Source: an optimization exercise on an open RTL-to-GDS flow (aim: small area and a short achievable clock period). Production flows keep margins and buffers that such runs may drop. In this exercise RTL edits were held to simulation tests only and were not proved equivalent to the original. No activity file was given, so power comes from the tool's default toggle rates.

Design main, start of the top module:
module main(
   input start,
   input clk,
   input rst,
   input [7:0] pixel_in1,
   input [7:0] pixel_in2,
   input [7:0] pixel_in3,
   input [7:0] pixel_in4,
   input [7:0] filter,
   input [7:0] size,
   output reg ValidResult,
   output reg [18:0] Pixel_address,
   output reg [7:0] pixel_out1,
   output reg [7:0] pixel_out2,
   output reg [7:0] pixel_out3,
   output reg [7:0] pixel_out4
);
For scale: ~590 flip-flops, ~100 I/O pins, about 0.039 mm^2 of cells after synthesis.
clock: 52.0 ns
lec_check: 0
cap_margin: 20
core_margin: 2
core_utilization: 40
cts_cluster_diameter: 60
cts_cluster_size: 24
slew_margin: 50
run.sh (not shown) runs the stock make flow with config.mk's settings and CLKGATE_MAP_FILE= SYNTH_SCRIPT=/design/flow/synth_recipe.tcl, a recipe that flattens the netlist after the stock synthesis.
Edit:
--- a/flow/design.v
+++ b/flow/design.v
@@ -215,17 +215,18 @@
   wire [7:0] md1 = med3(cA, cB, cC), md2 = med3(cB, cC, cD);
   wire [7:0] md3 = med3(cE, cF, cG), md4 = med3(cF, cG, cH);
   reg [7:0] x1_1, x1_2, x1_3, x1_4, x2_1, x2_2, x2_3, x2_4, x3_1, x3_2, x3_3, x3_4;
   function [8:0] satab;
     input [11:0] v;
     satab = {ge128(v), v[7:0]};
   endfunction
-  reg [17:0] r1, r2, r3, r4;    
-  reg [8:0] y2_1, y2_2, y2_3, y2_4, y3_1, y3_2, y3_3, y3_4;
-  reg [1:0] k2_1, k2_2, k2_3, k2_4, k3_1, k3_2, k3_3, k3_4, k4_1, k4_2, k4_3, k4_4;
+  wire [17:0] r1 = {satab(B1g), satab(A1)}, r2 = {satab(B2g), satab(A2)};
+  wire [17:0] r3 = {satab(B3g), satab(A3)}, r4 = {satab(B4g), satab(A4)};
+  reg [8:0] y1_1, y1_2, y1_3, y1_4, y2_1, y2_2, y2_3, y2_4, y3_1, y3_2, y3_3, y3_4;
+  reg [1:0] k1_1, k1_2, k1_3, k1_4, k2_1, k2_2, k2_3, k2_4, k3_1, k3_2, k3_3, k3_4, k4_1, k4_2, k4_3, k4_4;
   reg cn1, cn2, cn3, cn4;
   reg z0, z1, z2;
   function [8:0] halfmag;
     input [17:0] r;
     reg sa, sb;
     reg [6:0] a, b;
     reg gt, lt;
@@ -276,24 +277,24 @@
     else z0 <= 1'b0;
   end
   always @(posedge clk) begin
     z1 <= z0; z2 <= z1;
     x1_1 <= md1; x1_2 <= md2; x1_3 <= md3; x1_4 <= md4;
     x2_1 <= x1_1; x2_2 <= x1_2; x2_3 <= x1_3; x2_4 <= x1_4;
     x3_1 <= x2_1; x3_2 <= x2_2; x3_3 <= x2_3; x3_4 <= x2_4;
-    r1 <= {satab(B1g), satab(A1)}; r2 <= {satab(B2g), satab(A2)};
-    r3 <= {satab(B3g), satab(A3)}; r4 <= {satab(B4g), satab(A4)};
-    y2_1 <= halfmag(r1); y2_2 <= halfmag(r2); y2_3 <= halfmag(r3); y2_4 <= halfmag(r4);
+    y1_1 <= halfmag(r1); y1_2 <= halfmag(r2); y1_3 <= halfmag(r3); y1_4 <= halfmag(r4);
+    y2_1 <= y1_1; y2_2 <= y1_2; y2_3 <= y1_3; y2_4 <= y1_4;
     y3_1 <= y2_1; y3_2 <= y2_2; y3_3 <= y2_3; y3_4 <= y2_4;
-    k2_1 <= dirbin(r1); k2_2 <= dirbin(r2); k2_3 <= dirbin(r3); k2_4 <= dirbin(r4);
-    if (z1) begin
-      k3_1 <= 0; k3_2 <= 0; k3_3 <= 0; k3_4 <= 0;
+    k1_1 <= dirbin(r1); k1_2 <= dirbin(r2); k1_3 <= dirbin(r3); k1_4 <= dirbin(r4);
+    if (z0) begin
+      k2_1 <= 0; k2_2 <= 0; k2_3 <= 0; k2_4 <= 0;
     end else begin
-      k3_1 <= k2_1; k3_2 <= k2_2; k3_3 <= k2_3; k3_4 <= k2_4;
+      k2_1 <= k1_1; k2_2 <= k1_2; k2_3 <= k1_3; k2_4 <= k1_4;
     end
+    k3_1 <= k2_1; k3_2 <= k2_2; k3_3 <= k2_3; k3_4 <= k2_4;
     k4_1 <= k3_1; k4_2 <= k3_2; k4_3 <= k3_3; k4_4 <= k3_4;
     cn1 <= !z2 && edgebit(k4_1, y3_1, p1, p3, p5, p7, p9, p11);
     cn2 <= !z2 && edgebit(k4_2, y3_2, p2, p4, p6, p8, p10, p12);
     cn3 <= !z2 && edgebit(k4_3, y3_3, p5, p7, p9, p11, p13, p15);
     cn4 <= !z2 && edgebit(k4_4, y3_4, p6, p8, p10, p12, p14, p16);
   end
   wire run = init && filter[7:2] == 6'd0 && !(filter[1] && filter[0]);
=>
- final cell count fell by 0.83%
- total power went down by 4.1%
- non-clock buffer count came out lower by 10
- combinational power is higher by about 0.9%
- synthesized cell count barely changes
- setup slack gets better by 0.13 ns

## v6
main, a different RTL version from the one above (not shown whole).
Size in the first run: roughly 590 flip-flops, roughly 100 I/O pins, about 0.039 mm^2 of cells after synthesis.
clock: 52.0 ns
lec_check: 0
cap_margin: 20
core_margin: 2
core_utilization: 40
slew_margin: 20
Here is what was changed in the inputs of v7 compared with v6.
-- flow/design.v --
<<< v6, line 91
  reg [7:0]  l4a1, l4a2;   
  reg [7:0]  a12_2, a23_2, a34_2, a12_3, a23_3, a34_3;  
  wire [7:0] B0 = pr[7:0],   B1 = pr[15:8],  B2 = pr[23:16];
  wire [7:0] B3 = pr[31:24], B4 = pr[39:32], B5 = pr[47:40];
  wire [7:0] B6 = pr[55:48], B7 = pr[63:56], B8 = pr[71:64];
  wire [8:0] s03 = add8(B0, B3), s36 = add8(B3, B6), s01 = add8(B0, B1);
  wire [8:0] s67 = add8(B6, B7), s12 = add8(B1, B2), s78 = add8(B7, B8);
  wire [8:0] s28 = add8(B2, B8), s34 = add8(B3, B4), s45 = add8(B4, B5);
  wire [8:0] s25 = add8(B2, B5), s4l = add8(l4a1, l4a2);
  wire [9:0] q0134 = add9(s01, s34), q1245 = add9(s12, s45), q25l = add9(s25, s4l);
  wire [7:0] a12_1 = q0134[9:2], a23_1 = q1245[9:2], a34_1 = q25l[9:2];
  always @(posedge clk) begin
    if (rst) begin
      pr <= 0; l4a1 <= 0; l4a2 <= 0;
      a12_2 <= 0; a23_2 <= 0; a34_2 <= 0;
      a12_3 <= 0; a23_3 <= 0; a34_3 <= 0;
    end else begin
      pr <= {pr[47:0], pixel_in3, pixel_in2, pixel_in1};
      l4a1 <= pixel_in4; l4a2 <= l4a1;
      a12_2 <= a12_1; a23_2 <= a23_1; a34_2 <= a34_1;
      a12_3 <= a12_2; a23_3 <= a23_2; a34_3 <= a34_2;
    end
  end
  reg [7:0] p1, p2, p3, p4, p5, p6, p7, p8, p9, p10, p11, p12, p13, p15, p16;
>>> v7, line 91
  reg [7:0]  l4a1, l4a2;   
  reg [7:0]  a12_2, a23_2, a34_2, a12_3, a23_3, a34_3;  
  reg [1:0]  fc;
  wire v1 = fc != 2'd0, v2 = fc[1], v3 = fc == 2'd3;
  wire [7:0] B0 = pr[7:0] & {8{v1}},   B1 = pr[15:8] & {8{v1}},  B2 = pr[23:16] & {8{v1}};
  wire [7:0] B3 = pr[31:24] & {8{v2}}, B4 = pr[39:32] & {8{v2}}, B5 = pr[47:40] & {8{v2}};
  wire [7:0] B6 = pr[55:48] & {8{v3}}, B7 = pr[63:56] & {8{v3}}, B8 = pr[71:64] & {8{v3}};
  wire [7:0] L4a1 = l4a1 & {8{v1}}, L4a2 = l4a2 & {8{v2}};
  wire [7:0] A12_2 = a12_2 & {8{v1}}, A23_2 = a23_2 & {8{v1}}, A34_2 = a34_2 & {8{v1}};
  wire [7:0] A12_3 = a12_3 & {8{v2}}, A23_3 = a23_3 & {8{v2}}, A34_3 = a34_3 & {8{v2}};
  wire [8:0] s03 = add8(B0, B3), s36 = add8(B3, B6), s01 = add8(B0, B1);
  wire [8:0] s67 = add8(B6, B7), s12 = add8(B1, B2), s78 = add8(B7, B8);
  wire [8:0] s28 = add8(B2, B8), s34 = add8(B3, B4), s45 = add8(B4, B5);
  wire [8:0] s25 = add8(B2, B5), s4l = add8(L4a1, L4a2);
  wire [9:0] q0134 = add9(s01, s34), q1245 = add9(s12, s45), q25l = add9(s25, s4l);
  wire [7:0] a12_1 = q0134[9:2], a23_1 = q1245[9:2], a34_1 = q25l[9:2];
  always @(posedge clk) begin
    if (rst) fc <= 2'd0;
    else if (!v3) fc <= fc + 1'b1;
  end
  always @(posedge clk) begin
    pr <= {pr[47:0], pixel_in3, pixel_in2, pixel_in1};
    l4a1 <= pixel_in4; l4a2 <= l4a1;
    a12_2 <= a12_1; a23_2 <= a23_1; a34_2 <= a34_1;
    a12_3 <= A12_2; a23_3 <= A23_2; a34_3 <= A34_2;
  end
  reg [7:0] p1, p2, p3, p4, p5, p6, p7, p8, p9, p10, p11, p12, p13, p15, p16;
<<< v6, line 127
        end
        2'd2: begin
          p1 <= a12_1; p2 <= a12_2;  p3 <= a12_3;  p4 <= 0;
          p5 <= a23_1; p6 <= a23_2;  p7 <= a23_3;  p8 <= 0;
          p9 <= a34_1; p10 <= a34_2; p11 <= a34_3; p12 <= 0;
          p13 <= 0;    p15 <= 0;     p16 <= 0;
        end
        default: begin
          p1 <= B0;        p2 <= s03[8:1];  p3 <= s36[8:1];  p4 <= B6;
          p5 <= s01[8:1];  p6 <= a12_1;     p7 <= a12_2;     p8 <= s67[8:1];
          p9 <= s12[8:1];  p10 <= a23_1;    p11 <= a23_2;    p12 <= s78[8:1];
          p13 <= B2;       p15 <= s28[8:1]; p16 <= B8;
        end
>>> v7, line 130
        end
        2'd2: begin
          p1 <= a12_1; p2 <= A12_2;  p3 <= A12_3;  p4 <= 0;
          p5 <= a23_1; p6 <= A23_2;  p7 <= A23_3;  p8 <= 0;
          p9 <= a34_1; p10 <= A34_2; p11 <= A34_3; p12 <= 0;
          p13 <= 0;    p15 <= 0;     p16 <= 0;
        end
        default: begin
          p1 <= B0;        p2 <= s03[8:1];  p3 <= s36[8:1];  p4 <= B6;
          p5 <= s01[8:1];  p6 <= a12_1;     p7 <= A12_2;     p8 <= s67[8:1];
          p9 <= s12[8:1];  p10 <= a23_1;    p11 <= A23_2;    p12 <= s78[8:1];
          p13 <= B2;       p15 <= s28[8:1]; p16 <= B8;
        end
Findings:
Sequential cell count (v7 vs. v6) increases slightly. Portion of the post-synthesis area used by sequential elements, v7 and v6: larger value in v7. Going from v6 to v7, synthesized cell count fell about 2.5%, switching power as a share of total power rose 4.8 points, final period utilization fell 0.55 points, design area fell 760 um^2, number of distinct library cells after synthesis about even. Compare v7 and v6 | post-layout worst setup margin lower: v6. First-pass iteration count of the detailed router: v7 and v6 compared, lower one is v7. Re placeable core region: v7 is 570 um^2 down on v6. Clock-buffer cell count: v7 < v6.

==> what the ideal ports hide <==
The flow's constraints put no driver on any port. The routed layouts listed below were extracted and timed again, unchanged, in two steps. Step 1 sets driving cells, clkbuf_16 on the clock port and buf_2 on the other inputs (assumed; they add their load-dependent delay and slew). Step 2 moves the port delays by t, midway between the first and last clock arrival at a register: inputs arrive t later, outputs are due t later. That takes back most of the time a late clock gives input paths. a / b / c = ideal / step 1 / step 2; a / b = the first two.
run | t, ns | slack for setup (ns) | worst setup path at the end | slew at the worst register clock pin (ns)
the first run of note 1 | 0.683 | 39.654 / 39.702 / 39.019 | input to register | 0.09 / 0.09
the second run of note 1 | 0.696 | 39.781 / 39.827 / 39.131 | input to register | 0.10 / 0.10
v6 | 0.696 | 39.323 / 39.341 / 38.645 | input to register | 0.06 / 0.06
v7 | 0.712 | 39.609 / 39.655 / 38.943 | input to register | 0.08 / 0.08
After both steps every run listed still meets setup and hold. For v6, which loses most, drivers alone change the setup slack by +0.018 ns; drivers and shift together by -0.678 ns.
